From an optimization exercise on the open Yosys and OpenROAD flow, aimed at small area, a short achievable clock period and few clock cycles; shortcuts taken in it are not production practice. At most, simulation tests tie the RTL to the original design; equivalence was not proved. The RTL of run 1 was laid out without a check of its function.

==> flow/design.v (outline; a module is shown in full before it is edited, if it fits) <==
// module fir_single_chan: 1975 lines
module fir_single_chan (
  input clk,
  input rst,
  output logic [15:0] data_addr_rd_o,
  output logic [15:0] data_addr_wr_o,
  input  logic [15:0] data_din_i,
  output logic [15:0] data_dout_o,
  output logic        data_we_o,
  output logic        done_intr
);
  // ...
==> flow/flow/run.sh <==
#!/bin/bash
# Own layout flow: the standard ORFS flow (standard.sh, standard synthesis), with the
# ports buffered by plain buffers instead of the delay cells buffer_ports picks by default,
# and sizing not held to the cells' footprints. Each tool's output goes to a log here.
set -uo pipefail
bash standard.sh \
  'BUFFER_PORTS_ARGS=-buffer_cell sky130_fd_sc_hd__buf_4' \
  MATCH_CELL_FOOTPRINT=0 \
  finish > flow_make.log 2>&1
status=$?
cp -r orfs/logs flow_logs 2>/dev/null || true
exit $status
==> flow/standard.sh <==
#!/bin/bash
# synth_recipe.tcl (not shown) runs the flow's synth.tcl, then flattens the netlist and writes it again
# the make line also repeats each setting of config.mk as NAME=value (left out here)
make -C /OpenROAD-flow-scripts/flow DESIGN_CONFIG=/design/flow/config.mk WORK_HOME=/design/flow/orfs CLKGATE_MAP_FILE= SYNTH_SCRIPT=/design/flow/synth_recipe.tcl "${@:-finish}"
==> flow/config.mk <==
export PLATFORM = sky130hd
export DESIGN_NAME = fir_single_chan
export DESIGN_NICKNAME = fir_single_chan
export VERILOG_FILES = /design/flow/design.v
export SDC_FILE = /design/flow/constraint.sdc
export NUM_CORES = 4
export LEC_CHECK = 0
export CAP_MARGIN = 20
export CORE_MARGIN = 2
export CORE_UTILIZATION = 40
export CTS_BUF_LIST = sky130_fd_sc_hd__clkbuf_16
export CTS_CLUSTER_DIAMETER = 100
export CTS_CLUSTER_SIZE = 22
export PLACE_DENSITY = 0.6
export SETUP_SLACK_MARGIN = 3.4
export SLEW_MARGIN = 20
export TNS_END_PERCENT = 40
==> flow/constraint.sdc <==
create_clock -name core_clock -period 5.5 [get_ports {clk}]
set_input_delay 1.1000 -clock core_clock [delete_from_list [all_inputs] [get_ports {clk}]]
set_output_delay 1.1000 -clock core_clock [all_outputs]
set_load 0.01 [all_outputs]
==> impl_metrics.toml, run 1 <==
[run_status]
outcome = "timing/DRC/antenna clean"

[place]
place_ws_ns = 2.88
gp_congestion = 0.806

[clocking]
cts_tree = "built"
clock-root-buffer = "clkbuf_16"
post_cts_buffers = 23

[layout]
multi_input_area_share_pct = 45.4
n_fill_cell = 3114
largest_reg_flops = 95
finalNonFillerCells = 1852
regArea_sq_um = 6430
multiInputGateArea_sq_um = 7510
final_common_cell = "dfxtp_1"

[floorplan]
rows = 68
dieArea_sq_um = 36100

[timing]
whs_ns = 0.326
slew_headroom_pct = 63.9
hold_viol_final = 0
rsz0062_at_grt = "yes"

[detailed_routing]
highest_layer = "met4"
drtIter0Drc = 374

[synth]
synth_nets = 1483
ys_async_sr_fraction_pct = 0
yosysSeqAreaShare_pct = 45.7
synth-simple-area-share_pct = 8.45

[setup_path]
path_delay_family = "compound AO/OA/AOI/OAI gates"
path_cells = "ha_4 -> fa_2 -> a211o_4 -> a2111oi_4 -> o31ai_4 -> a21oi_2 -> a311oi_2 -> xor2_1"
r2r_setup_slack_ns = 3.15

[global_route]
met1_usage_pct = 17.4

[worst_hold_path]
hold_start = "v[2][7]"
==> run 2, diff against run 1 <==
--- a/flow/design.v
+++ b/flow/design.v
@@ -3,561 +3,182 @@
   input rst,
   output logic [15:0] data_addr_rd_o,
   output logic [15:0] data_addr_wr_o,
   input  logic [15:0] data_din_i,
   output logic [15:0] data_dout_o,
   output logic        data_we_o,
   output logic        done_intr
 );
-logic [15:0] x0, x1;
-logic [16:0] s0, s1;
-logic [17:0] p;
+logic [15:0] x1, x2, x3;
+logic [18:0] va, vb;
 logic [18:0] v[0:4];
 logic [19:0] pa, pb;
 logic [18:0] pc;
-logic [16:0] s_n;
-logic s_n_g0_0, s_n_p0_0;
-assign s_n_g0_0 = x0[0] & x1[0];
-assign s_n_p0_0 = x0[0] ^ x1[0];
-logic s_n_g0_1, s_n_p0_1;
-assign s_n_g0_1 = x0[1] & x1[1];
-assign s_n_p0_1 = x0[1] ^ x1[1];
-logic s_n_g0_2, s_n_p0_2;
-assign s_n_g0_2 = x0[2] & x1[2];
-assign s_n_p0_2 = x0[2] ^ x1[2];
-logic s_n_g0_3, s_n_p0_3;
-assign s_n_g0_3 = x0[3] & x1[3];
-assign s_n_p0_3 = x0[3] ^ x1[3];
-logic s_n_g0_4, s_n_p0_4;
-assign s_n_g0_4 = x0[4] & x1[4];
-assign s_n_p0_4 = x0[4] ^ x1[4];
-logic s_n_g0_5, s_n_p0_5;
-assign s_n_g0_5 = x0[5] & x1[5];
-assign s_n_p0_5 = x0[5] ^ x1[5];
-logic s_n_g0_6, s_n_p0_6;
-assign s_n_g0_6 = x0[6] & x1[6];
-assign s_n_p0_6 = x0[6] ^ x1[6];
-logic s_n_g0_7, s_n_p0_7;
-assign s_n_g0_7 = x0[7] & x1[7];
-assign s_n_p0_7 = x0[7] ^ x1[7];
-logic s_n_g0_8, s_n_p0_8;
-assign s_n_g0_8 = x0[8] & x1[8];
-assign s_n_p0_8 = x0[8] ^ x1[8];
-logic s_n_g0_9, s_n_p0_9;
-assign s_n_g0_9 = x0[9] & x1[9];
-assign s_n_p0_9 = x0[9] ^ x1[9];
-logic s_n_g0_10, s_n_p0_10;
-assign s_n_g0_10 = x0[10] & x1[10];
-assign s_n_p0_10 = x0[10] ^ x1[10];
-logic s_n_g0_11, s_n_p0_11;
-assign s_n_g0_11 = x0[11] & x1[11];
-assign s_n_p0_11 = x0[11] ^ x1[11];
-logic s_n_g0_12, s_n_p0_12;
-assign s_n_g0_12 = x0[12] & x1[12];
-assign s_n_p0_12 = x0[12] ^ x1[12];
-logic s_n_g0_13, s_n_p0_13;
-assign s_n_g0_13 = x0[13] & x1[13];
-assign s_n_p0_13 = x0[13] ^ x1[13];
-logic s_n_g0_14, s_n_p0_14;
-assign s_n_g0_14 = x0[14] & x1[14];
-assign s_n_p0_14 = x0[14] ^ x1[14];
-logic s_n_g0_15, s_n_p0_15;
-assign s_n_g0_15 = x0[15] & x1[15];
-assign s_n_p0_15 = x0[15] ^ x1[15];
-logic s_n_g0_16, s_n_p0_16;
-assign s_n_g0_16 = x0[15] & x1[15];
-assign s_n_p0_16 = x0[15] ^ x1[15];
-logic s_n_g1_1, s_n_p1_1;
-assign s_n_g1_1 = s_n_g0_1 | (s_n_p0_1 & s_n_g0_0);
-assign s_n_p1_1 = s_n_p0_1 & s_n_p0_0;
-logic s_n_g1_2, s_n_p1_2;
-assign s_n_g1_2 = s_n_g0_2 | (s_n_p0_2 & s_n_g0_1);
-assign s_n_p1_2 = s_n_p0_2 & s_n_p0_1;
-logic s_n_g1_3, s_n_p1_3;
-assign s_n_g1_3 = s_n_g0_3 | (s_n_p0_3 & s_n_g0_2);
-assign s_n_p1_3 = s_n_p0_3 & s_n_p0_2;
-logic s_n_g1_4, s_n_p1_4;
-assign s_n_g1_4 = s_n_g0_4 | (s_n_p0_4 & s_n_g0_3);
-assign s_n_p1_4 = s_n_p0_4 & s_n_p0_3;
-logic s_n_g1_5, s_n_p1_5;
-assign s_n_g1_5 = s_n_g0_5 | (s_n_p0_5 & s_n_g0_4);
-assign s_n_p1_5 = s_n_p0_5 & s_n_p0_4;
-logic s_n_g1_6, s_n_p1_6;
-assign s_n_g1_6 = s_n_g0_6 | (s_n_p0_6 & s_n_g0_5);
-assign s_n_p1_6 = s_n_p0_6 & s_n_p0_5;
-logic s_n_g1_7, s_n_p1_7;
-assign s_n_g1_7 = s_n_g0_7 | (s_n_p0_7 & s_n_g0_6);
-assign s_n_p1_7 = s_n_p0_7 & s_n_p0_6;
-logic s_n_g1_8, s_n_p1_8;
-assign s_n_g1_8 = s_n_g0_8 | (s_n_p0_8 & s_n_g0_7);
-assign s_n_p1_8 = s_n_p0_8 & s_n_p0_7;
-logic s_n_g1_9, s_n_p1_9;
-assign s_n_g1_9 = s_n_g0_9 | (s_n_p0_9 & s_n_g0_8);
-assign s_n_p1_9 = s_n_p0_9 & s_n_p0_8;
-logic s_n_g1_10, s_n_p1_10;
-assign s_n_g1_10 = s_n_g0_10 | (s_n_p0_10 & s_n_g0_9);
-assign s_n_p1_10 = s_n_p0_10 & s_n_p0_9;
-logic s_n_g1_11, s_n_p1_11;
-assign s_n_g1_11 = s_n_g0_11 | (s_n_p0_11 & s_n_g0_10);
-assign s_n_p1_11 = s_n_p0_11 & s_n_p0_10;
-logic s_n_g1_12, s_n_p1_12;
-assign s_n_g1_12 = s_n_g0_12 | (s_n_p0_12 & s_n_g0_11);
-assign s_n_p1_12 = s_n_p0_12 & s_n_p0_11;
-logic s_n_g1_13, s_n_p1_13;
-assign s_n_g1_13 = s_n_g0_13 | (s_n_p0_13 & s_n_g0_12);
-assign s_n_p1_13 = s_n_p0_13 & s_n_p0_12;
-logic s_n_g1_14, s_n_p1_14;
-assign s_n_g1_14 = s_n_g0_14 | (s_n_p0_14 & s_n_g0_13);
-assign s_n_p1_14 = s_n_p0_14 & s_n_p0_13;
-logic s_n_g1_15, s_n_p1_15;
-assign s_n_g1_15 = s_n_g0_15 | (s_n_p0_15 & s_n_g0_14);
-assign s_n_p1_15 = s_n_p0_15 & s_n_p0_14;
-logic s_n_g1_16, s_n_p1_16;
-assign s_n_g1_16 = s_n_g0_16 | (s_n_p0_16 & s_n_g0_15);
-assign s_n_p1_16 = s_n_p0_16 & s_n_p0_15;
-logic s_n_g2_2, s_n_p2_2;
-assign s_n_g2_2 = s_n_g1_2 | (s_n_p1_2 & s_n_g0_0);
-assign s_n_p2_2 = s_n_p1_2 & s_n_p0_0;
-logic s_n_g2_3, s_n_p2_3;
-assign s_n_g2_3 = s_n_g1_3 | (s_n_p1_3 & s_n_g1_1);
-assign s_n_p2_3 = s_n_p1_3 & s_n_p1_1;
-logic s_n_g2_4, s_n_p2_4;
-assign s_n_g2_4 = s_n_g1_4 | (s_n_p1_4 & s_n_g1_2);
-assign s_n_p2_4 = s_n_p1_4 & s_n_p1_2;
-logic s_n_g2_5, s_n_p2_5;
-assign s_n_g2_5 = s_n_g1_5 | (s_n_p1_5 & s_n_g1_3);
-assign s_n_p2_5 = s_n_p1_5 & s_n_p1_3;
-logic s_n_g2_6, s_n_p2_6;
-assign s_n_g2_6 = s_n_g1_6 | (s_n_p1_6 & s_n_g1_4);
-assign s_n_p2_6 = s_n_p1_6 & s_n_p1_4;
-logic s_n_g2_7, s_n_p2_7;
-assign s_n_g2_7 = s_n_g1_7 | (s_n_p1_7 & s_n_g1_5);
-assign s_n_p2_7 = s_n_p1_7 & s_n_p1_5;
-logic s_n_g2_8, s_n_p2_8;
-assign s_n_g2_8 = s_n_g1_8 | (s_n_p1_8 & s_n_g1_6);
-assign s_n_p2_8 = s_n_p1_8 & s_n_p1_6;
-logic s_n_g2_9, s_n_p2_9;
-assign s_n_g2_9 = s_n_g1_9 | (s_n_p1_9 & s_n_g1_7);
-assign s_n_p2_9 = s_n_p1_9 & s_n_p1_7;
-logic s_n_g2_10, s_n_p2_10;
-assign s_n_g2_10 = s_n_g1_10 | (s_n_p1_10 & s_n_g1_8);
-assign s_n_p2_10 = s_n_p1_10 & s_n_p1_8;
-logic s_n_g2_11, s_n_p2_11;
-assign s_n_g2_11 = s_n_g1_11 | (s_n_p1_11 & s_n_g1_9);
-assign s_n_p2_11 = s_n_p1_11 & s_n_p1_9;
-logic s_n_g2_12, s_n_p2_12;
-assign s_n_g2_12 = s_n_g1_12 | (s_n_p1_12 & s_n_g1_10);
-assign s_n_p2_12 = s_n_p1_12 & s_n_p1_10;
-logic s_n_g2_13, s_n_p2_13;
-assign s_n_g2_13 = s_n_g1_13 | (s_n_p1_13 & s_n_g1_11);
-assign s_n_p2_13 = s_n_p1_13 & s_n_p1_11;
-logic s_n_g2_14, s_n_p2_14;
-assign s_n_g2_14 = s_n_g1_14 | (s_n_p1_14 & s_n_g1_12);
-assign s_n_p2_14 = s_n_p1_14 & s_n_p1_12;
-logic s_n_g2_15, s_n_p2_15;
-assign s_n_g2_15 = s_n_g1_15 | (s_n_p1_15 & s_n_g1_13);
-assign s_n_p2_15 = s_n_p1_15 & s_n_p1_13;
-logic s_n_g2_16, s_n_p2_16;
-assign s_n_g2_16 = s_n_g1_16 | (s_n_p1_16 & s_n_g1_14);
-assign s_n_p2_16 = s_n_p1_16 & s_n_p1_14;
-logic s_n_g3_4, s_n_p3_4;
-assign s_n_g3_4 = s_n_g2_4 | (s_n_p2_4 & s_n_g0_0);
-assign s_n_p3_4 = s_n_p2_4 & s_n_p0_0;
-logic s_n_g3_5, s_n_p3_5;
-assign s_n_g3_5 = s_n_g2_5 | (s_n_p2_5 & s_n_g1_1);
-assign s_n_p3_5 = s_n_p2_5 & s_n_p1_1;
-logic s_n_g3_6, s_n_p3_6;
-assign s_n_g3_6 = s_n_g2_6 | (s_n_p2_6 & s_n_g2_2);
-assign s_n_p3_6 = s_n_p2_6 & s_n_p2_2;
-logic s_n_g3_7, s_n_p3_7;
-assign s_n_g3_7 = s_n_g2_7 | (s_n_p2_7 & s_n_g2_3);
-assign s_n_p3_7 = s_n_p2_7 & s_n_p2_3;
-logic s_n_g3_8, s_n_p3_8;
-assign s_n_g3_8 = s_n_g2_8 | (s_n_p2_8 & s_n_g2_4);
-assign s_n_p3_8 = s_n_p2_8 & s_n_p2_4;
-logic s_n_g3_9, s_n_p3_9;
-assign s_n_g3_9 = s_n_g2_9 | (s_n_p2_9 & s_n_g2_5);
-assign s_n_p3_9 = s_n_p2_9 & s_n_p2_5;
-logic s_n_g3_10, s_n_p3_10;
-assign s_n_g3_10 = s_n_g2_10 | (s_n_p2_10 & s_n_g2_6);
-assign s_n_p3_10 = s_n_p2_10 & s_n_p2_6;
-logic s_n_g3_11, s_n_p3_11;
-assign s_n_g3_11 = s_n_g2_11 | (s_n_p2_11 & s_n_g2_7);
-assign s_n_p3_11 = s_n_p2_11 & s_n_p2_7;
-logic s_n_g3_12, s_n_p3_12;
-assign s_n_g3_12 = s_n_g2_12 | (s_n_p2_12 & s_n_g2_8);
-assign s_n_p3_12 = s_n_p2_12 & s_n_p2_8;
-logic s_n_g3_13, s_n_p3_13;
-assign s_n_g3_13 = s_n_g2_13 | (s_n_p2_13 & s_n_g2_9);
-assign s_n_p3_13 = s_n_p2_13 & s_n_p2_9;
-logic s_n_g3_14, s_n_p3_14;
-assign s_n_g3_14 = s_n_g2_14 | (s_n_p2_14 & s_n_g2_10);
-assign s_n_p3_14 = s_n_p2_14 & s_n_p2_10;
-logic s_n_g3_15, s_n_p3_15;
-assign s_n_g3_15 = s_n_g2_15 | (s_n_p2_15 & s_n_g2_11);
-assign s_n_p3_15 = s_n_p2_15 & s_n_p2_11;
-logic s_n_g3_16, s_n_p3_16;
-assign s_n_g3_16 = s_n_g2_16 | (s_n_p2_16 & s_n_g2_12);
-assign s_n_p3_16 = s_n_p2_16 & s_n_p2_12;
-logic s_n_g4_8, s_n_p4_8;
-assign s_n_g4_8 = s_n_g3_8 | (s_n_p3_8 & s_n_g0_0);
-assign s_n_p4_8 = s_n_p3_8 & s_n_p0_0;
-logic s_n_g4_9, s_n_p4_9;
-assign s_n_g4_9 = s_n_g3_9 | (s_n_p3_9 & s_n_g1_1);
-assign s_n_p4_9 = s_n_p3_9 & s_n_p1_1;
-logic s_n_g4_10, s_n_p4_10;
-assign s_n_g4_10 = s_n_g3_10 | (s_n_p3_10 & s_n_g2_2);
-assign s_n_p4_10 = s_n_p3_10 & s_n_p2_2;
-logic s_n_g4_11, s_n_p4_11;
-assign s_n_g4_11 = s_n_g3_11 | (s_n_p3_11 & s_n_g2_3);
-assign s_n_p4_11 = s_n_p3_11 & s_n_p2_3;
-logic s_n_g4_12, s_n_p4_12;
-assign s_n_g4_12 = s_n_g3_12 | (s_n_p3_12 & s_n_g3_4);
-assign s_n_p4_12 = s_n_p3_12 & s_n_p3_4;
-logic s_n_g4_13, s_n_p4_13;
-assign s_n_g4_13 = s_n_g3_13 | (s_n_p3_13 & s_n_g3_5);
-assign s_n_p4_13 = s_n_p3_13 & s_n_p3_5;
-logic s_n_g4_14, s_n_p4_14;
-assign s_n_g4_14 = s_n_g3_14 | (s_n_p3_14 & s_n_g3_6);
-assign s_n_p4_14 = s_n_p3_14 & s_n_p3_6;
-logic s_n_g4_15, s_n_p4_15;
-assign s_n_g4_15 = s_n_g3_15 | (s_n_p3_15 & s_n_g3_7);
-assign s_n_p4_15 = s_n_p3_15 & s_n_p3_7;
-logic s_n_g4_16, s_n_p4_16;
-assign s_n_g4_16 = s_n_g3_16 | (s_n_p3_16 & s_n_g3_8);
-assign s_n_p4_16 = s_n_p3_16 & s_n_p3_8;
-logic s_n_g5_16, s_n_p5_16;
-assign s_n_g5_16 = s_n_g4_16 | (s_n_p4_16 & s_n_g0_0);
-assign s_n_p5_16 = s_n_p4_16 & s_n_p0_0;
-assign s_n[0] = s_n_p0_0;
-assign s_n[1] = s_n_p0_1 ^ s_n_g0_0;
-assign s_n[2] = s_n_p0_2 ^ s_n_g1_1;
-assign s_n[3] = s_n_p0_3 ^ s_n_g2_2;
-assign s_n[4] = s_n_p0_4 ^ s_n_g2_3;
-assign s_n[5] = s_n_p0_5 ^ s_n_g3_4;
-assign s_n[6] = s_n_p0_6 ^ s_n_g3_5;
-assign s_n[7] = s_n_p0_7 ^ s_n_g3_6;
-assign s_n[8] = s_n_p0_8 ^ s_n_g3_7;
-assign s_n[9] = s_n_p0_9 ^ s_n_g4_8;
-assign s_n[10] = s_n_p0_10 ^ s_n_g4_9;
-assign s_n[11] = s_n_p0_11 ^ s_n_g4_10;
-assign s_n[12] = s_n_p0_12 ^ s_n_g4_11;
-assign s_n[13] = s_n_p0_13 ^ s_n_g4_12;
-assign s_n[14] = s_n_p0_14 ^ s_n_g4_13;
-assign s_n[15] = s_n_p0_15 ^ s_n_g4_14;
-assign s_n[16] = s_n_p0_16 ^ s_n_g4_15;
-logic [17:0] p_n;
-logic p_n_g0_0, p_n_p0_0;
-assign p_n_g0_0 = s0[0] & s1[0];
-assign p_n_p0_0 = s0[0] ^ s1[0];
-logic p_n_g0_1, p_n_p0_1;
-assign p_n_g0_1 = s0[1] & s1[1];
-assign p_n_p0_1 = s0[1] ^ s1[1];
-logic p_n_g0_2, p_n_p0_2;
-assign p_n_g0_2 = s0[2] & s1[2];
-assign p_n_p0_2 = s0[2] ^ s1[2];
-logic p_n_g0_3, p_n_p0_3;
-assign p_n_g0_3 = s0[3] & s1[3];
-assign p_n_p0_3 = s0[3] ^ s1[3];
-logic p_n_g0_4, p_n_p0_4;
-assign p_n_g0_4 = s0[4] & s1[4];
-assign p_n_p0_4 = s0[4] ^ s1[4];
-logic p_n_g0_5, p_n_p0_5;
-assign p_n_g0_5 = s0[5] & s1[5];
-assign p_n_p0_5 = s0[5] ^ s1[5];
-logic p_n_g0_6, p_n_p0_6;
-assign p_n_g0_6 = s0[6] & s1[6];
-assign p_n_p0_6 = s0[6] ^ s1[6];
-logic p_n_g0_7, p_n_p0_7;
-assign p_n_g0_7 = s0[7] & s1[7];
-assign p_n_p0_7 = s0[7] ^ s1[7];
-logic p_n_g0_8, p_n_p0_8;
-assign p_n_g0_8 = s0[8] & s1[8];
-assign p_n_p0_8 = s0[8] ^ s1[8];
-logic p_n_g0_9, p_n_p0_9;
-assign p_n_g0_9 = s0[9] & s1[9];
-assign p_n_p0_9 = s0[9] ^ s1[9];
-logic p_n_g0_10, p_n_p0_10;
-assign p_n_g0_10 = s0[10] & s1[10];
-assign p_n_p0_10 = s0[10] ^ s1[10];
-logic p_n_g0_11, p_n_p0_11;
-assign p_n_g0_11 = s0[11] & s1[11];
-assign p_n_p0_11 = s0[11] ^ s1[11];
-logic p_n_g0_12, p_n_p0_12;
-assign p_n_g0_12 = s0[12] & s1[12];
-assign p_n_p0_12 = s0[12] ^ s1[12];
-logic p_n_g0_13, p_n_p0_13;
-assign p_n_g0_13 = s0[13] & s1[13];
-assign p_n_p0_13 = s0[13] ^ s1[13];
-logic p_n_g0_14, p_n_p0_14;
-assign p_n_g0_14 = s0[14] & s1[14];
-assign p_n_p0_14 = s0[14] ^ s1[14];
-logic p_n_g0_15, p_n_p0_15;
-assign p_n_g0_15 = s0[15] & s1[15];
-assign p_n_p0_15 = s0[15] ^ s1[15];
-logic p_n_g0_16, p_n_p0_16;
-assign p_n_g0_16 = s0[16] & s1[16];
-assign p_n_p0_16 = s0[16] ^ s1[16];
-logic p_n_g0_17, p_n_p0_17;
-assign p_n_g0_17 = s0[16] & s1[16];
-assign p_n_p0_17 = s0[16] ^ s1[16];
-logic p_n_g1_1, p_n_p1_1;
-assign p_n_g1_1 = p_n_g0_1 | (p_n_p0_1 & p_n_g0_0);
-assign p_n_p1_1 = p_n_p0_1 & p_n_p0_0;
-logic p_n_g1_2, p_n_p1_2;
-assign p_n_g1_2 = p_n_g0_2 | (p_n_p0_2 & p_n_g0_1);
-assign p_n_p1_2 = p_n_p0_2 & p_n_p0_1;
-logic p_n_g1_3, p_n_p1_3;
-assign p_n_g1_3 = p_n_g0_3 | (p_n_p0_3 & p_n_g0_2);
-assign p_n_p1_3 = p_n_p0_3 & p_n_p0_2;
-logic p_n_g1_4, p_n_p1_4;
-assign p_n_g1_4 = p_n_g0_4 | (p_n_p0_4 & p_n_g0_3);
-assign p_n_p1_4 = p_n_p0_4 & p_n_p0_3;
-logic p_n_g1_5, p_n_p1_5;
-assign p_n_g1_5 = p_n_g0_5 | (p_n_p0_5 & p_n_g0_4);
-assign p_n_p1_5 = p_n_p0_5 & p_n_p0_4;
-logic p_n_g1_6, p_n_p1_6;
-assign p_n_g1_6 = p_n_g0_6 | (p_n_p0_6 & p_n_g0_5);
-assign p_n_p1_6 = p_n_p0_6 & p_n_p0_5;
-logic p_n_g1_7, p_n_p1_7;
-assign p_n_g1_7 = p_n_g0_7 | (p_n_p0_7 & p_n_g0_6);
-assign p_n_p1_7 = p_n_p0_7 & p_n_p0_6;
-logic p_n_g1_8, p_n_p1_8;
-assign p_n_g1_8 = p_n_g0_8 | (p_n_p0_8 & p_n_g0_7);
-assign p_n_p1_8 = p_n_p0_8 & p_n_p0_7;
-logic p_n_g1_9, p_n_p1_9;
-assign p_n_g1_9 = p_n_g0_9 | (p_n_p0_9 & p_n_g0_8);
-assign p_n_p1_9 = p_n_p0_9 & p_n_p0_8;
-logic p_n_g1_10, p_n_p1_10;
-assign p_n_g1_10 = p_n_g0_10 | (p_n_p0_10 & p_n_g0_9);
-assign p_n_p1_10 = p_n_p0_10 & p_n_p0_9;
-logic p_n_g1_11, p_n_p1_11;
-assign p_n_g1_11 = p_n_g0_11 | (p_n_p0_11 & p_n_g0_10);
-assign p_n_p1_11 = p_n_p0_11 & p_n_p0_10;
-logic p_n_g1_12, p_n_p1_12;
-assign p_n_g1_12 = p_n_g0_12 | (p_n_p0_12 & p_n_g0_11);
-assign p_n_p1_12 = p_n_p0_12 & p_n_p0_11;
-logic p_n_g1_13, p_n_p1_13;
-assign p_n_g1_13 = p_n_g0_13 | (p_n_p0_13 & p_n_g0_12);
-assign p_n_p1_13 = p_n_p0_13 & p_n_p0_12;
-logic p_n_g1_14, p_n_p1_14;
-assign p_n_g1_14 = p_n_g0_14 | (p_n_p0_14 & p_n_g0_13);
-assign p_n_p1_14 = p_n_p0_14 & p_n_p0_13;
-logic p_n_g1_15, p_n_p1_15;
-assign p_n_g1_15 = p_n_g0_15 | (p_n_p0_15 & p_n_g0_14);
-assign p_n_p1_15 = p_n_p0_15 & p_n_p0_14;
-logic p_n_g1_16, p_n_p1_16;
-assign p_n_g1_16 = p_n_g0_16 | (p_n_p0_16 & p_n_g0_15);
-assign p_n_p1_16 = p_n_p0_16 & p_n_p0_15;
-logic p_n_g1_17, p_n_p1_17;
-assign p_n_g1_17 = p_n_g0_17 | (p_n_p0_17 & p_n_g0_16);
-assign p_n_p1_17 = p_n_p0_17 & p_n_p0_16;
-logic p_n_g2_2, p_n_p2_2;
-assign p_n_g2_2 = p_n_g1_2 | (p_n_p1_2 & p_n_g0_0);
-assign p_n_p2_2 = p_n_p1_2 & p_n_p0_0;
-logic p_n_g2_3, p_n_p2_3;
-assign p_n_g2_3 = p_n_g1_3 | (p_n_p1_3 & p_n_g1_1);
-assign p_n_p2_3 = p_n_p1_3 & p_n_p1_1;
-logic p_n_g2_4, p_n_p2_4;
-assign p_n_g2_4 = p_n_g1_4 | (p_n_p1_4 & p_n_g1_2);
-assign p_n_p2_4 = p_n_p1_4 & p_n_p1_2;
-logic p_n_g2_5, p_n_p2_5;
-assign p_n_g2_5 = p_n_g1_5 | (p_n_p1_5 & p_n_g1_3);
-assign p_n_p2_5 = p_n_p1_5 & p_n_p1_3;
-logic p_n_g2_6, p_n_p2_6;
-assign p_n_g2_6 = p_n_g1_6 | (p_n_p1_6 & p_n_g1_4);
-assign p_n_p2_6 = p_n_p1_6 & p_n_p1_4;
-logic p_n_g2_7, p_n_p2_7;
-assign p_n_g2_7 = p_n_g1_7 | (p_n_p1_7 & p_n_g1_5);
-assign p_n_p2_7 = p_n_p1_7 & p_n_p1_5;
-logic p_n_g2_8, p_n_p2_8;
-assign p_n_g2_8 = p_n_g1_8 | (p_n_p1_8 & p_n_g1_6);
-assign p_n_p2_8 = p_n_p1_8 & p_n_p1_6;
-logic p_n_g2_9, p_n_p2_9;
-assign p_n_g2_9 = p_n_g1_9 | (p_n_p1_9 & p_n_g1_7);
-assign p_n_p2_9 = p_n_p1_9 & p_n_p1_7;
-logic p_n_g2_10, p_n_p2_10;
-assign p_n_g2_10 = p_n_g1_10 | (p_n_p1_10 & p_n_g1_8);
-assign p_n_p2_10 = p_n_p1_10 & p_n_p1_8;
-logic p_n_g2_11, p_n_p2_11;
-assign p_n_g2_11 = p_n_g1_11 | (p_n_p1_11 & p_n_g1_9);
-assign p_n_p2_11 = p_n_p1_11 & p_n_p1_9;
-logic p_n_g2_12, p_n_p2_12;
-assign p_n_g2_12 = p_n_g1_12 | (p_n_p1_12 & p_n_g1_10);
-assign p_n_p2_12 = p_n_p1_12 & p_n_p1_10;
-logic p_n_g2_13, p_n_p2_13;
-assign p_n_g2_13 = p_n_g1_13 | (p_n_p1_13 & p_n_g1_11);
-assign p_n_p2_13 = p_n_p1_13 & p_n_p1_11;
-logic p_n_g2_14, p_n_p2_14;
-assign p_n_g2_14 = p_n_g1_14 | (p_n_p1_14 & p_n_g1_12);
-assign p_n_p2_14 = p_n_p1_14 & p_n_p1_12;
-logic p_n_g2_15, p_n_p2_15;
-assign p_n_g2_15 = p_n_g1_15 | (p_n_p1_15 & p_n_g1_13);
-assign p_n_p2_15 = p_n_p1_15 & p_n_p1_13;
-logic p_n_g2_16, p_n_p2_16;
-assign p_n_g2_16 = p_n_g1_16 | (p_n_p1_16 & p_n_g1_14);
-assign p_n_p2_16 = p_n_p1_16 & p_n_p1_14;
-logic p_n_g2_17, p_n_p2_17;
-assign p_n_g2_17 = p_n_g1_17 | (p_n_p1_17 & p_n_g1_15);
-assign p_n_p2_17 = p_n_p1_17 & p_n_p1_15;
-logic p_n_g3_4, p_n_p3_4;
-assign p_n_g3_4 = p_n_g2_4 | (p_n_p2_4 & p_n_g0_0);
-assign p_n_p3_4 = p_n_p2_4 & p_n_p0_0;
-logic p_n_g3_5, p_n_p3_5;
-assign p_n_g3_5 = p_n_g2_5 | (p_n_p2_5 & p_n_g1_1);
-assign p_n_p3_5 = p_n_p2_5 & p_n_p1_1;
-logic p_n_g3_6, p_n_p3_6;
-assign p_n_g3_6 = p_n_g2_6 | (p_n_p2_6 & p_n_g2_2);
-assign p_n_p3_6 = p_n_p2_6 & p_n_p2_2;
-logic p_n_g3_7, p_n_p3_7;
-assign p_n_g3_7 = p_n_g2_7 | (p_n_p2_7 & p_n_g2_3);
-assign p_n_p3_7 = p_n_p2_7 & p_n_p2_3;
-logic p_n_g3_8, p_n_p3_8;
-assign p_n_g3_8 = p_n_g2_8 | (p_n_p2_8 & p_n_g2_4);
-assign p_n_p3_8 = p_n_p2_8 & p_n_p2_4;
-logic p_n_g3_9, p_n_p3_9;
-assign p_n_g3_9 = p_n_g2_9 | (p_n_p2_9 & p_n_g2_5);
-assign p_n_p3_9 = p_n_p2_9 & p_n_p2_5;
-logic p_n_g3_10, p_n_p3_10;
-assign p_n_g3_10 = p_n_g2_10 | (p_n_p2_10 & p_n_g2_6);
-assign p_n_p3_10 = p_n_p2_10 & p_n_p2_6;
-logic p_n_g3_11, p_n_p3_11;
-assign p_n_g3_11 = p_n_g2_11 | (p_n_p2_11 & p_n_g2_7);
-assign p_n_p3_11 = p_n_p2_11 & p_n_p2_7;
-logic p_n_g3_12, p_n_p3_12;
-assign p_n_g3_12 = p_n_g2_12 | (p_n_p2_12 & p_n_g2_8);
-assign p_n_p3_12 = p_n_p2_12 & p_n_p2_8;
-logic p_n_g3_13, p_n_p3_13;
-assign p_n_g3_13 = p_n_g2_13 | (p_n_p2_13 & p_n_g2_9);
-assign p_n_p3_13 = p_n_p2_13 & p_n_p2_9;
-logic p_n_g3_14, p_n_p3_14;
-assign p_n_g3_14 = p_n_g2_14 | (p_n_p2_14 & p_n_g2_10);
-assign p_n_p3_14 = p_n_p2_14 & p_n_p2_10;
-logic p_n_g3_15, p_n_p3_15;
-assign p_n_g3_15 = p_n_g2_15 | (p_n_p2_15 & p_n_g2_11);
-assign p_n_p3_15 = p_n_p2_15 & p_n_p2_11;
-logic p_n_g3_16, p_n_p3_16;
-assign p_n_g3_16 = p_n_g2_16 | (p_n_p2_16 & p_n_g2_12);
-assign p_n_p3_16 = p_n_p2_16 & p_n_p2_12;
-logic p_n_g3_17, p_n_p3_17;
-assign p_n_g3_17 = p_n_g2_17 | (p_n_p2_17 & p_n_g2_13);
-assign p_n_p3_17 = p_n_p2_17 & p_n_p2_13;
-logic p_n_g4_8, p_n_p4_8;
-assign p_n_g4_8 = p_n_g3_8 | (p_n_p3_8 & p_n_g0_0);
-assign p_n_p4_8 = p_n_p3_8 & p_n_p0_0;
-logic p_n_g4_9, p_n_p4_9;
-assign p_n_g4_9 = p_n_g3_9 | (p_n_p3_9 & p_n_g1_1);
-assign p_n_p4_9 = p_n_p3_9 & p_n_p1_1;
-logic p_n_g4_10, p_n_p4_10;
-assign p_n_g4_10 = p_n_g3_10 | (p_n_p3_10 & p_n_g2_2);
-assign p_n_p4_10 = p_n_p3_10 & p_n_p2_2;
-logic p_n_g4_11, p_n_p4_11;
-assign p_n_g4_11 = p_n_g3_11 | (p_n_p3_11 & p_n_g2_3);
-assign p_n_p4_11 = p_n_p3_11 & p_n_p2_3;
-logic p_n_g4_12, p_n_p4_12;
-assign p_n_g4_12 = p_n_g3_12 | (p_n_p3_12 & p_n_g3_4);
-assign p_n_p4_12 = p_n_p3_12 & p_n_p3_4;
-logic p_n_g4_13, p_n_p4_13;
-assign p_n_g4_13 = p_n_g3_13 | (p_n_p3_13 & p_n_g3_5);
-assign p_n_p4_13 = p_n_p3_13 & p_n_p3_5;
-logic p_n_g4_14, p_n_p4_14;
-assign p_n_g4_14 = p_n_g3_14 | (p_n_p3_14 & p_n_g3_6);
-assign p_n_p4_14 = p_n_p3_14 & p_n_p3_6;
-logic p_n_g4_15, p_n_p4_15;
-assign p_n_g4_15 = p_n_g3_15 | (p_n_p3_15 & p_n_g3_7);
-assign p_n_p4_15 = p_n_p3_15 & p_n_p3_7;
-logic p_n_g4_16, p_n_p4_16;
-assign p_n_g4_16 = p_n_g3_16 | (p_n_p3_16 & p_n_g3_8);
-assign p_n_p4_16 = p_n_p3_16 & p_n_p3_8;
-logic p_n_g4_17, p_n_p4_17;
-assign p_n_g4_17 = p_n_g3_17 | (p_n_p3_17 & p_n_g3_9);
-assign p_n_p4_17 = p_n_p3_17 & p_n_p3_9;
-logic p_n_g5_16, p_n_p5_16;
-assign p_n_g5_16 = p_n_g4_16 | (p_n_p4_16 & p_n_g0_0);
-assign p_n_p5_16 = p_n_p4_16 & p_n_p0_0;
-logic p_n_g5_17, p_n_p5_17;
-assign p_n_g5_17 = p_n_g4_17 | (p_n_p4_17 & p_n_g1_1);
-assign p_n_p5_17 = p_n_p4_17 & p_n_p1_1;
-assign p_n[0] = p_n_p0_0;
-assign p_n[1] = p_n_p0_1 ^ p_n_g0_0;
-assign p_n[2] = p_n_p0_2 ^ p_n_g1_1;
-assign p_n[3] = p_n_p0_3 ^ p_n_g2_2;
-assign p_n[4] = p_n_p0_4 ^ p_n_g2_3;
-assign p_n[5] = p_n_p0_5 ^ p_n_g3_4;
-assign p_n[6] = p_n_p0_6 ^ p_n_g3_5;
-assign p_n[7] = p_n_p0_7 ^ p_n_g3_6;
-assign p_n[8] = p_n_p0_8 ^ p_n_g3_7;
-assign p_n[9] = p_n_p0_9 ^ p_n_g4_8;
-assign p_n[10] = p_n_p0_10 ^ p_n_g4_9;
-assign p_n[11] = p_n_p0_11 ^ p_n_g4_10;
-assign p_n[12] = p_n_p0_12 ^ p_n_g4_11;
-assign p_n[13] = p_n_p0_13 ^ p_n_g4_12;
-assign p_n[14] = p_n_p0_14 ^ p_n_g4_13;
-assign p_n[15] = p_n_p0_15 ^ p_n_g4_14;
-assign p_n[16] = p_n_p0_16 ^ p_n_g4_15;
-assign p_n[17] = p_n_p0_17 ^ p_n_g5_16;
+logic vt_s1, vt_c1;
+assign vt_s1 = data_din_i[1] ^ x1[0];
+assign vt_c1 = data_din_i[1] & x1[0];
+logic vt_s2, vt_c2;
+assign vt_s2 = data_din_i[2] ^ x1[1] ^ x2[1];
+assign vt_c2 = (data_din_i[2] & x1[1]) | (data_din_i[2] & x2[1]) | (x1[1] & x2[1]);
+logic vt_s3, vt_c3;
+assign vt_s3 = data_din_i[3] ^ x1[2] ^ x2[2];
+assign vt_c3 = (data_din_i[3] & x1[2]) | (data_din_i[3] & x2[2]) | (x1[2] & x2[2]);
+logic vt_s4, vt_c4;
+assign vt_s4 = data_din_i[4] ^ x1[3] ^ x2[3];
+assign vt_c4 = (data_din_i[4] & x1[3]) | (data_din_i[4] & x2[3]) | (x1[3] & x2[3]);
+logic vt_s5, vt_c5;
+assign vt_s5 = data_din_i[5] ^ x1[4] ^ x2[4];
+assign vt_c5 = (data_din_i[5] & x1[4]) | (data_din_i[5] & x2[4]) | (x1[4] & x2[4]);
+logic vt_s6, vt_c6;
+assign vt_s6 = data_din_i[6] ^ x1[5] ^ x2[5];
+assign vt_c6 = (data_din_i[6] & x1[5]) | (data_din_i[6] & x2[5]) | (x1[5] & x2[5]);
+logic vt_s7, vt_c7;
+assign vt_s7 = data_din_i[7] ^ x1[6] ^ x2[6];
+assign vt_c7 = (data_din_i[7] & x1[6]) | (data_din_i[7] & x2[6]) | (x1[6] & x2[6]);
+logic vt_s8, vt_c8;
+assign vt_s8 = data_din_i[8] ^ x1[7] ^ x2[7];
+assign vt_c8 = (data_din_i[8] & x1[7]) | (data_din_i[8] & x2[7]) | (x1[7] & x2[7]);
+logic vt_s9, vt_c9;
+assign vt_s9 = data_din_i[9] ^ x1[8] ^ x2[8];
+assign vt_c9 = (data_din_i[9] & x1[8]) | (data_din_i[9] & x2[8]) | (x1[8] & x2[8]);
+logic vt_s10, vt_c10;
+assign vt_s10 = data_din_i[10] ^ x1[9] ^ x2[9];
+assign vt_c10 = (data_din_i[10] & x1[9]) | (data_din_i[10] & x2[9]) | (x1[9] & x2[9]);
+logic vt_s11, vt_c11;
+assign vt_s11 = data_din_i[11] ^ x1[10] ^ x2[10];
+assign vt_c11 = (data_din_i[11] & x1[10]) | (data_din_i[11] & x2[10]) | (x1[10] & x2[10]);
+logic vt_s12, vt_c12;
+assign vt_s12 = data_din_i[12] ^ x1[11] ^ x2[11];
+assign vt_c12 = (data_din_i[12] & x1[11]) | (data_din_i[12] & x2[11]) | (x1[11] & x2[11]);
+logic vt_s13, vt_c13;
+assign vt_s13 = data_din_i[13] ^ x1[12] ^ x2[12];
+assign vt_c13 = (data_din_i[13] & x1[12]) | (data_din_i[13] & x2[12]) | (x1[12] & x2[12]);
+logic vt_s14, vt_c14;
+assign vt_s14 = data_din_i[14] ^ x1[13] ^ x2[13];
+assign vt_c14 = (data_din_i[14] & x1[13]) | (data_din_i[14] & x2[13]) | (x1[13] & x2[13]);
+logic vt_s15, vt_c15;
+assign vt_s15 = ~data_din_i[15] ^ x1[14] ^ x2[14];
+assign vt_c15 = (~data_din_i[15] & x1[14]) | (~data_din_i[15] & x2[14]) | (x1[14] & x2[14]);
+logic vt_s16, vt_c16;
+assign vt_s16 = ~x1[15] ^ ~x2[15];
+assign vt_c16 = ~x1[15] & ~x2[15];
+logic vt_s17, vt_c17;
+assign vt_s17 = vt_s1 ^ x2[0];
+assign vt_c17 = vt_s1 & x2[0];
+logic vt_s18, vt_c18;
+assign vt_s18 = vt_s2 ^ x3[2] ^ vt_c1;
+assign vt_c18 = (vt_s2 & x3[2]) | (vt_s2 & vt_c1) | (x3[2] & vt_c1);
+logic vt_s19, vt_c19;
+assign vt_s19 = vt_s3 ^ x3[3] ^ vt_c2;
+assign vt_c19 = (vt_s3 & x3[3]) | (vt_s3 & vt_c2) | (x3[3] & vt_c2);
+logic vt_s20, vt_c20;
+assign vt_s20 = vt_s4 ^ x3[4] ^ vt_c3;
+assign vt_c20 = (vt_s4 & x3[4]) | (vt_s4 & vt_c3) | (x3[4] & vt_c3);
+logic vt_s21, vt_c21;
+assign vt_s21 = vt_s5 ^ x3[5] ^ vt_c4;
+assign vt_c21 = (vt_s5 & x3[5]) | (vt_s5 & vt_c4) | (x3[5] & vt_c4);
+logic vt_s22, vt_c22;
+assign vt_s22 = vt_s6 ^ x3[6] ^ vt_c5;
+assign vt_c22 = (vt_s6 & x3[6]) | (vt_s6 & vt_c5) | (x3[6] & vt_c5);
+logic vt_s23, vt_c23;
+assign vt_s23 = vt_s7 ^ x3[7] ^ vt_c6;
+assign vt_c23 = (vt_s7 & x3[7]) | (vt_s7 & vt_c6) | (x3[7] & vt_c6);
+logic vt_s24, vt_c24;
+assign vt_s24 = vt_s8 ^ x3[8] ^ vt_c7;
+assign vt_c24 = (vt_s8 & x3[8]) | (vt_s8 & vt_c7) | (x3[8] & vt_c7);
+logic vt_s25, vt_c25;
+assign vt_s25 = vt_s9 ^ x3[9] ^ vt_c8;
+assign vt_c25 = (vt_s9 & x3[9]) | (vt_s9 & vt_c8) | (x3[9] & vt_c8);
+logic vt_s26, vt_c26;
+assign vt_s26 = vt_s10 ^ x3[10] ^ vt_c9;
+assign vt_c26 = (vt_s10 & x3[10]) | (vt_s10 & vt_c9) | (x3[10] & vt_c9);
+logic vt_s27, vt_c27;
+assign vt_s27 = vt_s11 ^ x3[11] ^ vt_c10;
+assign vt_c27 = (vt_s11 & x3[11]) | (vt_s11 & vt_c10) | (x3[11] & vt_c10);
+logic vt_s28, vt_c28;
+assign vt_s28 = vt_s12 ^ x3[12] ^ vt_c11;
+assign vt_c28 = (vt_s12 & x3[12]) | (vt_s12 & vt_c11) | (x3[12] & vt_c11);
+logic vt_s29, vt_c29;
+assign vt_s29 = vt_s13 ^ x3[13] ^ vt_c12;
+assign vt_c29 = (vt_s13 & x3[13]) | (vt_s13 & vt_c12) | (x3[13] & vt_c12);
+logic vt_s30, vt_c30;
+assign vt_s30 = vt_s14 ^ x3[14] ^ vt_c13;
+assign vt_c30 = (vt_s14 & x3[14]) | (vt_s14 & vt_c13) | (x3[14] & vt_c13);
+logic vt_s31, vt_c31;
+assign vt_s31 = vt_s15 ^ ~x3[15] ^ vt_c14;
+assign vt_c31 = (vt_s15 & ~x3[15]) | (vt_s15 & vt_c14) | (~x3[15] & vt_c14);
+logic vt_s32, vt_c32;
+assign vt_s32 = vt_s16 ^ 1'b1 ^ vt_c15;
+assign vt_c32 = (vt_s16 & 1'b1) | (vt_s16 & vt_c15) | (1'b1 & vt_c15);
+always_ff @(posedge clk) begin
+  x1 <= data_din_i;
+  x2 <= x1;
+  x3 <= x2;
+  va <= {1'b1, vt_c16, vt_s32, vt_s31, vt_s30, vt_s29, vt_s28, vt_s27, vt_s26, vt_s25, vt_s24, vt_s23, vt_s22, vt_s21, vt_s20, vt_s19, vt_s18, vt_s17, data_din_i[0]};
+  vb <= {1'b0, vt_c32, vt_c31, vt_c30, vt_c29, vt_c28, vt_c27, vt_c26, vt_c25, vt_c24, vt_c23, vt_c22, vt_c21, vt_c20, vt_c19, vt_c18, vt_c17, x3[1], x3[0]};
+end
 logic [18:0] v_n;
 logic v_n_g0_0, v_n_p0_0;
-assign v_n_g0_0 = s0[0] & p[0];
-assign v_n_p0_0 = s0[0] ^ p[0];
+assign v_n_g0_0 = va[0] & vb[0];
+assign v_n_p0_0 = va[0] ^ vb[0];
 logic v_n_g0_1, v_n_p0_1;
-assign v_n_g0_1 = s0[1] & p[1];
-assign v_n_p0_1 = s0[1] ^ p[1];
+assign v_n_g0_1 = va[1] & vb[1];
+assign v_n_p0_1 = va[1] ^ vb[1];
 logic v_n_g0_2, v_n_p0_2;
-assign v_n_g0_2 = s0[2] & p[2];
-assign v_n_p0_2 = s0[2] ^ p[2];
+assign v_n_g0_2 = va[2] & vb[2];
+assign v_n_p0_2 = va[2] ^ vb[2];
 logic v_n_g0_3, v_n_p0_3;
-assign v_n_g0_3 = s0[3] & p[3];
-assign v_n_p0_3 = s0[3] ^ p[3];
+assign v_n_g0_3 = va[3] & vb[3];
+assign v_n_p0_3 = va[3] ^ vb[3];
 logic v_n_g0_4, v_n_p0_4;
-assign v_n_g0_4 = s0[4] & p[4];
-assign v_n_p0_4 = s0[4] ^ p[4];
+assign v_n_g0_4 = va[4] & vb[4];
+assign v_n_p0_4 = va[4] ^ vb[4];
 logic v_n_g0_5, v_n_p0_5;
-assign v_n_g0_5 = s0[5] & p[5];
-assign v_n_p0_5 = s0[5] ^ p[5];
+assign v_n_g0_5 = va[5] & vb[5];
+assign v_n_p0_5 = va[5] ^ vb[5];
 logic v_n_g0_6, v_n_p0_6;
-assign v_n_g0_6 = s0[6] & p[6];
-assign v_n_p0_6 = s0[6] ^ p[6];
+assign v_n_g0_6 = va[6] & vb[6];
+assign v_n_p0_6 = va[6] ^ vb[6];
 logic v_n_g0_7, v_n_p0_7;
-assign v_n_g0_7 = s0[7] & p[7];
-assign v_n_p0_7 = s0[7] ^ p[7];
+assign v_n_g0_7 = va[7] & vb[7];
+assign v_n_p0_7 = va[7] ^ vb[7];
 logic v_n_g0_8, v_n_p0_8;
-assign v_n_g0_8 = s0[8] & p[8];
-assign v_n_p0_8 = s0[8] ^ p[8];
+assign v_n_g0_8 = va[8] & vb[8];
+assign v_n_p0_8 = va[8] ^ vb[8];
 logic v_n_g0_9, v_n_p0_9;
-assign v_n_g0_9 = s0[9] & p[9];
-assign v_n_p0_9 = s0[9] ^ p[9];
+assign v_n_g0_9 = va[9] & vb[9];
+assign v_n_p0_9 = va[9] ^ vb[9];
 logic v_n_g0_10, v_n_p0_10;
-assign v_n_g0_10 = s0[10] & p[10];
-assign v_n_p0_10 = s0[10] ^ p[10];
+assign v_n_g0_10 = va[10] & vb[10];
+assign v_n_p0_10 = va[10] ^ vb[10];
 logic v_n_g0_11, v_n_p0_11;
-assign v_n_g0_11 = s0[11] & p[11];
-assign v_n_p0_11 = s0[11] ^ p[11];
+assign v_n_g0_11 = va[11] & vb[11];
+assign v_n_p0_11 = va[11] ^ vb[11];
 logic v_n_g0_12, v_n_p0_12;
-assign v_n_g0_12 = s0[12] & p[12];
-assign v_n_p0_12 = s0[12] ^ p[12];
+assign v_n_g0_12 = va[12] & vb[12];
+assign v_n_p0_12 = va[12] ^ vb[12];
 logic v_n_g0_13, v_n_p0_13;
-assign v_n_g0_13 = s0[13] & p[13];
-assign v_n_p0_13 = s0[13] ^ p[13];
+assign v_n_g0_13 = va[13] & vb[13];
+assign v_n_p0_13 = va[13] ^ vb[13];
 logic v_n_g0_14, v_n_p0_14;
-assign v_n_g0_14 = s0[14] & p[14];
-assign v_n_p0_14 = s0[14] ^ p[14];
+assign v_n_g0_14 = va[14] & vb[14];
+assign v_n_p0_14 = va[14] ^ vb[14];
 logic v_n_g0_15, v_n_p0_15;
-assign v_n_g0_15 = s0[15] & p[15];
-assign v_n_p0_15 = s0[15] ^ p[15];
+assign v_n_g0_15 = va[15] & vb[15];
+assign v_n_p0_15 = va[15] ^ vb[15];
 logic v_n_g0_16, v_n_p0_16;
-assign v_n_g0_16 = s0[16] & p[16];
-assign v_n_p0_16 = s0[16] ^ p[16];
+assign v_n_g0_16 = va[16] & vb[16];
+assign v_n_p0_16 = va[16] ^ vb[16];
 logic v_n_g0_17, v_n_p0_17;
-assign v_n_g0_17 = s0[16] & p[17];
-assign v_n_p0_17 = s0[16] ^ p[17];
+assign v_n_g0_17 = va[17] & vb[17];
+assign v_n_p0_17 = va[17] ^ vb[17];
 logic v_n_g0_18, v_n_p0_18;
-assign v_n_g0_18 = s0[16] & p[17];
-assign v_n_p0_18 = s0[16] ^ p[17];
+assign v_n_g0_18 = va[18] & vb[18];
+assign v_n_p0_18 = va[18] ^ vb[18];
 logic v_n_g1_1, v_n_p1_1;
 assign v_n_g1_1 = v_n_g0_1 | (v_n_p0_1 & v_n_g0_0);
 assign v_n_p1_1 = v_n_p0_1 & v_n_p0_0;
 logic v_n_g1_2, v_n_p1_2;
 assign v_n_g1_2 = v_n_g0_2 | (v_n_p0_2 & v_n_g0_1);
 assign v_n_p1_2 = v_n_p0_2 & v_n_p0_1;
 logic v_n_g1_3, v_n_p1_3;
 assign v_n_g1_3 = v_n_g0_3 | (v_n_p0_3 & v_n_g0_2);
@@ -1336,21 +957,16 @@
 assign pb_n[13] = pb_n_p0_13 ^ pb_n_g4_12;
 assign pb_n[14] = pb_n_p0_14 ^ pb_n_g4_13;
 assign pb_n[15] = pb_n_p0_15 ^ pb_n_g4_14;
 assign pb_n[16] = pb_n_p0_16 ^ pb_n_g4_15;
 assign pb_n[17] = pb_n_p0_17 ^ pb_n_g5_16;
 assign pb_n[18] = pb_n_p0_18 ^ pb_n_g5_17;
 assign pb_n[19] = pb_n_p0_19 ^ pb_n_g5_18;
 always_ff @(posedge clk) begin
-  x0 <= data_din_i;
-  x1 <= x0;
-  s0 <= s_n;
-  s1 <= s0;
-  p <= p_n;
   v[0] <= v_n;
   for (int i = 1; i < 5; i++) v[i] <= v[i-1];
   pa <= pa_n;
   pb <= pb_n;
 end
 assign pc = v[3];   
 logic cs_s1, cs_c1;
 assign cs_s1 = pa[0] ^ ~pa[3] ^ pb[0];
@@ -1949,21 +1565,21 @@
 assign sum[18] = sum_p0_18 ^ sum_g5_17;
 assign sum[19] = sum_p0_19 ^ sum_g5_18;
 assign sum[20] = sum_p0_20 ^ sum_g5_19;
 assign sum[21] = sum_p0_21 ^ sum_g5_20;
 assign sum[22] = sum_p0_22 ^ sum_g5_21;
 assign sum[23] = sum_p0_23 ^ sum_g5_22;
 always_ff @(posedge clk) data_dout_o <= sum[23:8];
 logic start;
-assign start = (data_addr_rd_o[3:0] == 4'd14);
+assign start = (data_addr_rd_o[3:0] == 4'd13);
 always_ff @(posedge clk) begin
   if (rst) begin
     data_addr_rd_o <= 16'd1;
-    data_addr_wr_o <= 16'hfff2;
+    data_addr_wr_o <= 16'hfff3;
     data_we_o <= 1'b0;
     done_intr <= 1'b0;
   end else begin
     data_addr_rd_o <= data_addr_rd_o + 16'd1;
     data_addr_wr_o <= data_addr_wr_o + 16'd1;
     if (done_intr) begin
       data_we_o <= 1'b0;
     end else if (data_we_o | start) begin
==> flow/flow/run.sh (replaced) <==
#!/bin/bash
# Own layout flow: the standard ORFS flow (standard.sh, standard synthesis), with the
# ports buffered by plain buffers instead of the delay cells buffer_ports picks by default,
# and sizing not held to the cells' footprints. Each tool's output goes to a log here.
set -uo pipefail
bash standard.sh \
  'BUFFER_PORTS_ARGS=-buffer_cell sky130_fd_sc_hd__buf_2' \
  MATCH_CELL_FOOTPRINT=0 \
  finish > flow_make.log 2>&1
status=$?
cp -r orfs/logs flow_logs 2>/dev/null || true
exit $status
==> flow/config.mk (replaced) <==
export PLATFORM = sky130hd
export DESIGN_NAME = fir_single_chan
export DESIGN_NICKNAME = fir_single_chan
export VERILOG_FILES = /design/flow/design.v
export SDC_FILE = /design/flow/constraint.sdc
export NUM_CORES = 4
export LEC_CHECK = 0
export CAP_MARGIN = 20
export CORE_MARGIN = 2
export CORE_UTILIZATION = 40
export CTS_BUF_LIST = sky130_fd_sc_hd__clkbuf_8
export CTS_CLUSTER_DIAMETER = 80
export CTS_CLUSTER_SIZE = 16
export PLACE_DENSITY = 0.6
export SETUP_SLACK_MARGIN = 3.3
export SLEW_MARGIN = 20
==> run 2 against run 1 <==
  * Clock-buffer cell count increased by 5
  * Flip-flop and latch count decreased by 1
  * Global-route usage decreased by 0.30 points
  * Utilization decreased by 1.3 points
  * Synthesized cell count decreased by 13%
  * Synthesized area decreased by 7.4%
  * Sequential share of layout area increased by 4.5 points
  * Critical path depth increased by 2
  * Maximum frequency increased by 6.3%
  * Design area decreased by 10%
  * Final cell count decreased by 11%
  * Critical endpoint is now pb[18]
  * Largest cell class is now sequential cells
==> impl_metrics.toml, run 2 <==
[detailed_routing]
vias_per_cell = 4.50
route.detailed.wl_per_inst_microns = 12.6
drtIter0Drc = 216
vias = 7389
firstDrtPassIters = 4
routed_wl_microns = 20700
drc = 0
ant_nets = 0

[timing]
clock.fmax_mhz = 453
hold_viol_final = 0
period_share_pct = 40.1
slew_headroom_pct = 60.0
fin_worst_skew_ns = 0.0148
final_max_slew_viol_count = 0
rsz0062_at_grt = "yes"
min_period_ns = 2.21
setup_viol = 0
tightest_slew_ns = 0.595
tns_ns = 0

[global_route]
antenna_found_initial = 0
grt_pass1_wl_microns = 35100
grt_pass1_vias = 7610
grt_start_max_net_pins = 35
overflow = 0
grt_usage_pct = 12.6

[setup_path]
cp-start-kind = "flop"
end_kind = "flop"
slowest_delay_ns = 0.36
worstSetupPathType = "flop to flop"
required_ns = 5.95
cp.buffers_inverters = 0
cp.arrival_ns = 2.66
slowest_stage = "fa_2"
r2r-end = "pb[18]"
worst-r2r-cell-count = 10
r2r_setup_slack_ns = 3.29
path_delay_family = "compound AO/OA/AOI/OAI gates"
rr_startpoint = "v[3][0]"
critPathMaxFanout = 3
path_cells = "ha_4 -> fa_2 -> a21oi_2 -> o21ai_2 -> a21oi_2 -> o211ai_1 -> a31oi_2 -> o21ai_2 -> a311oi_2 -> xnor2_1"

[synth]
yosysMostFrequentCell = "dfxtp_1"
ys_ff_latch = 315
yosysSeqAreaShare_pct = 49.2
synth_area_leaders = "dfxtp_1 49%, fa_1 16%, ha_1 8.9%"
synth_edf_count = 0
synth_cells = 1106
synthesis.area_sq_um = 12800
ys_async_sr_fraction_pct = 0
synth_top_flop_cell = "dfxtp_1"
synth_top_area_share_pct = 49.2
ys_warn_count = 2
synthTopCellsByCount = "315 x dfxtp_1, 162 x inv_1, 103 x fa_1"
synth_largest_area_cell = "dfxtp_1"
ys_types = 47
syn_area_per_cell_sq_um = 11.6
synth_nets = 1318

[floorplan]
dieArea_sq_um = 33500
rows = 65
core_sq_um = 31600
die_h_microns = 183
ios = 68
die_w_microns = 183
start_util_pct = 40.6

[place]
dp_hpwl_microns = 15300
placedCellCount = 1570
gp_congestion = 0.796
numPortBuffers = 67

[layout]
reg.largest.list = "v: 95 flops, ra: 24 flops, rb: 23 flops"
n_fill_cell = 2928
drive_above_1_share_pct = 21.5
largest_reg_flops = 95
final_common_cell = "dfxtp_1"
syn2layout_area_growth_pct = 15.5
layout_common_cells = "256 x dfxtp_1, 157 x inv_1, 100 x fa_1"
diodes = 0
fin_nets = 1450
finalNonFillerCells = 1642
largest_register = "v"

[worst_hold_path]
hold_end = "v[3][7]"
min_delay_path_depth = 0
min_path_type = "flop to flop"
hold_start = "v[2][7]"

[clocking]
clkTransAtPathRegs_ns = 0.10
cts_max_path_buffers = 3
clock-root-buffer = "clkbuf_8"
htree_levels = 1
cts_tree = "built"
cts.sinks = 315
cts_buffers = 23
holdBufCountCts = 0
clk_latency_ns = 0.55

[run_status]
outcome = "timing/DRC/antenna clean"

[flow_run]
maxCapViolations = 0
-- run 2: cell types whose count changed in the layout (fill, tap and decap cells not counted), moves of 12 or more --
cell       change
xnor2_1       -12
nor2_1        -20
clkbuf_8      +24
buf_4         -57
buf_2         +63
ha_1          -22
dfxtp_2       +21
fa_1          +28
dfxtp_1       -18
clkbuf_16     -19
-- run 2: timing repair --
item                       4_1_cts  5_1_grt
resized for setup               86       62
gates cloned                     0        0
setup endpoints to repair       57       44
pin swaps                       26       38
buffers inserted                28       17
-- run 2: cells by family (layout without fill, tap and decap cells) --
family          Yosys count  in the layout  share of synthesized area, %
xor+xnor                 89             89                          6.08
fa+ha+maj               194            194                          25.0
buf+inv                 167            301                          4.95
compound gates          171            171                          8.33
flops                   315            315                          49.2
simple gates            170            170                          6.48
-- run 2: cell type report --
cell class                 instances  area (sq um)  share of cell area (%)
clock inverter                     3          16.3                   0.110
multi-input combinational        624          6200                    41.9
tap                              402           503                    3.40
inverter                         162           613                    4.14
clock buffer                      24           330                    2.23
sequential                       315          6420                    43.4
timing repair buffer             112           709                    4.79
-- run 2: worst reg2reg max path, delay by kind of cell (launching register included) --
kind	cells	cell delay (ns)
AO/OA/AOI/OAI	7	1.15
adder cells (fa/ha/maj)	2	0.52
flip-flops	1	0.35
XOR/XNOR	1	0.10
-- run 2: worst max path at each step --
stage / startpoint / endpoint / slack (ns) / cells past startpoint
2_1_floorplan: v[3][0] / pb[18] / 3.26 / 10
3_3_place_gp: x1[0] / v[0][18] / 3.01 / 11
3_5_place_dp: ra[1] / data_dout_o[11] / 2.94 / 9
4_1_cts: ra[1] / data_dout_o[11] / 3.21 / 9
5_1_grt: x1[0] / v[0][16] / 3.16 / 11
6_report: v[3][0] / pb[18] / 3.29 / 10
-- run 2: stage by stage --
stage / hold slack (ns) / setup WS (ns) / cell area (sq um) / utilization [%]
2_1_floorplan: 0.309 / 3.26 / 12900 / -
3_3_place_gp: 0.311 / 3.01 / 13700 / 43.4
3_5_place_dp: 0.312 / 2.94 / 13700 / 43.4
6_report: 0.318 / 3.29 / 14800 / 46.9
4_1_cts: 0.321 / 3.21 / 14500 / 45.8
5_1_grt: 0.326 / 3.16 / 14800 / 46.9
-- run 2: per-layer routing --
layer  GRT usage, %  up-vias  wire (microns)
li1               -     3821               -
met1           18.0     3450           10600
met2           20.0       87            8870
met3           2.10       31             707
met4           3.26        0             476
met5              0        -               0
Testbench counts of run 2, summed over its fixed seeds: cycles 262,196.
==> run 3, diff against run 2 <==
--- a/flow/config.mk
+++ b/flow/config.mk
@@ -13,4 +13,4 @@
 export CTS_CLUSTER_SIZE = 16
-export PLACE_DENSITY = 0.6
-export SETUP_SLACK_MARGIN = 3.3
+export PLACE_DENSITY = 0.7
+export SETUP_SLACK_MARGIN = 3.2
 export SLEW_MARGIN = 20
==> run 3 against run 2 <==
  * Synthesized area stayed put
  * Maximum frequency decreased by 7.4%
  * Global-route usage down 0.13 points
  * Critical endpoint is now pb[10]
==> impl_metrics.toml, run 3 <==
[layout]
regArea_sq_um = 6360
fin_nets = 1435
largest_register = "v"
diodes = 0
syn2layout_area_growth_pct = 13.5
final_common_cell = "dfxtp_1"
final_cell_area_sq_um = 14600
reg.largest.list = "v: 95 flops, ra: 24 flops, rb: 23 flops"
largest_reg_flops = 95
multiInputGateArea_sq_um = 6150
layout_common_cells = "287 x dfxtp_1, 161 x inv_1, 100 x fa_1"
drive_above_1_share_pct = 16.9
n_fill_cell = 2840

[synth]
yosysSeqAreaShare_pct = 49.2
synth_xor_area_share_pct = 6.08
synth_mux_area_share_pct = 0
synth_compound_area_share_pct = 8.33
synth_edf_count = 0
synthesis.area_sq_um = 12800
synth_largest_area_cell = "dfxtp_1"
synth_area_leaders = "dfxtp_1 49%, fa_1 16%, ha_1 8.9%"
ys_ff_latch = 315
synthTopCellsByCount = "315 x dfxtp_1, 162 x inv_1, 103 x fa_1"
synth_top_family_by_area = "adder cells"
ys_warn_count = 2
syn_area_per_cell_sq_um = 11.6
synth_nets = 1318
ys_async_sr_fraction_pct = 0
synth_top_flop_cell = "dfxtp_1"
synth_top_area_share_pct = 49.2
synth_cells = 1106
synth-simple-area-share_pct = 6.48
synth_adder_area_share_pct = 25.0
yosysMostFrequentCell = "dfxtp_1"
ys_types = 47

[setup_path]
worstSetupPathType = "flop to flop"
cp.arrival_ns = 2.82
required_ns = 5.93
cp_common_cell = "buf_6"
slowest_delay_ns = 0.41
path_delay_family = "compound AO/OA/AOI/OAI gates"
cp-start-kind = "flop"
path_cells = "ha_4 -> fa_2 -> a21oi_4 -> o21ai_2 -> a21oi_2 -> o211ai_1 -> a31oi_1 -> buf_4 -> buf_6 -> buf_6 -> buf_6 -> buf_6 -> xnor2_2"
worst-r2r-cell-count = 13
crit_cells = 13
critPathMaxFanout = 2
slowest_stage = "fa_2"
end_kind = "flop"
cp.buffers_inverters = 5

[floorplan]
die_h_microns = 183
core_sq_um = 31600
rows = 65
ios = 68
dieArea_sq_um = 33500
die_w_microns = 183
start_util_pct = 40.6

[global_route]
busiest_layer = "met2"
grt_pass1_vias = 7753
use_met3_pct = 2.16
grt_start_max_net_pins = 35
overflow = 0
grt_usage_pct = 12.5
antenna_found_initial = 0
met1_usage_pct = 17.2
gr-usage-met2_pct = 20.3
grt_pass1_wl_microns = 35000

[place]
gp_congestion = 0.857
place_ws_ns = 2.88
numPortBuffers = 67
dp_hpwl_microns = 15400
placed_area_sq_um = 13600

[timing]
whs_ns = 0.322
hold_viol_final = 0
period_share_pct = 43.4
fin_worst_skew_ns = 0.0111
clock.fmax_mhz = 419
rsz0062_at_grt = "yes"
layout_setup_ws_ns = 3.12
tightest_slew_ns = 0.549
slew_headroom_pct = 63.1
tns_ns = 0
setup_viol = 0
final_max_slew_viol_count = 0
min_period_ns = 2.38

[detailed_routing]
drtIter0Drc = 311
routed_wl_microns = 20800
vias_per_cell = 4.66
ant_nets = 0
vias = 7573
drc = 0
firstDrtPassIters = 4
route.detailed.wl_per_inst_microns = 12.8

[run_status]
outcome = "timing/DRC/antenna clean"

[clocking]
clkTransAtPathRegs_ns = 0.10
cts_tree = "built"
holdBufCountCts = 0
clock-root-buffer = "clkbuf_8"
clk_latency_ns = 0.55
cts.sinks = 315
cts_max_path_buffers = 3
cts_buffers = 23
htree_levels = 1

[flow_run]
maxCapViolations = 0

[worst_hold_path]
min_path_type = "flop to flop"
min_delay_path_depth = 0
==> run 3: cell types whose count changed in the layout (fill, tap and decap cells not counted), sizes merged <==
cell and delta:
buf -15, bufinv +1, clkbuf -1, clkinv -1
==> run 3: per-layer routing <==
| layer | routed length (microns) | vias up |
|---|---|---|
| met1 | 10100 | 3581 |
| met4 | 587 | 0 |
| met2 | 9150 | 152 |
| met5 | 0 | - |
| li1 | - | 3796 |
| met3 | 896 | 44 |
==> run 3: logic make-up after synthesis <==
logic type,after synthesis
DFF,315
adders and majority gates,194
AOI/OAI and AO/OA,171
and+or+nand+nor,170
buffers and inverters,167
xor gates and xnor gates,89
==> run 3: what timing repair did <==
item | in CTS | in global routing
resized for setup | 43 | 55
buffers inserted | 13 | 17
pin swaps | 17 | 43
endpoints found under the setup margin | 25 | 30
==> run 3: final timing paths <==
kind / from / endpoint / slack [ns]
worst min register to register: v[2][4] / v[3][4] / 0.32
worst min-delay path: v[2][4] / v[3][4] / 0.32
worst max register to register: v[3][0] / pb[10] / 3.12
worst max-delay path: v[3][0] / pb[10] / 3.12
==> run 3: through the flow <==
stage                     cells  utilization [%]
after global routing       1626             46.1
after CTS                  1609             45.1
after floorplan            1106                -
after detailed placement   1570             43.2
final                      1626             46.1
after global placement     1570             43.2
==> run 3: final cells by class <==
type / count / area share (%)
clock buffer: 23 / 2.18
clock inverter: 3 / 0.284
inverter: 162 / 4.18
multi-input combinational: 624 / 42.3
sequential: 315 / 43.7
tap: 402 / 3.46
timing repair buffer: 97 / 3.96
==> run 3: worst register-to-register path: cells and delay by family (launching register included) <==
family	cells	cell delay, ns
compound gates	5	0.79
flops	1	0.36
xor+xnor	1	0.05
fa+ha+maj	2	0.57
buf+inv	5	0.49

[port drivers added, routing unchanged]
The flow's constraints put no driver on any port. The routed layouts listed below were extracted and timed again, unchanged, in two steps.
Step 1: set_driving_cell puts a clkbuf_16 on clk and a buf_2 on each other input, an assumption about the parent block.
Step 2 moves the port delays by t, midway between the first and last clock arrival at a register: inputs arrive t later, outputs are due t later. That takes back most of the time a late clock gives input paths.
Slacks: ideal ports / drivers / drivers and shift; pairs: ideal ports / drivers.
run	t, ns	setup WS [ns]	latest minus earliest clock arrival (ns)	slew at the worst register clock pin (ns)	cell pins on the clock port's net
run 1	0.552	3.152 / 3.152 / 3.152	0.015 / 0.016	0.09 / 0.09	1
run 2	0.592	3.292 / 3.292 / 3.085	0.016 / 0.016	0.10 / 0.10	1
run 3	0.588	3.115 / 3.115 / 3.115	0.014 / 0.014	0.10 / 0.10	1
After both steps setup and hold are still met in every run listed. The setup slack of run 2, which loses most, moves by 0.000 ns with the drivers and by -0.207 ns with both steps.
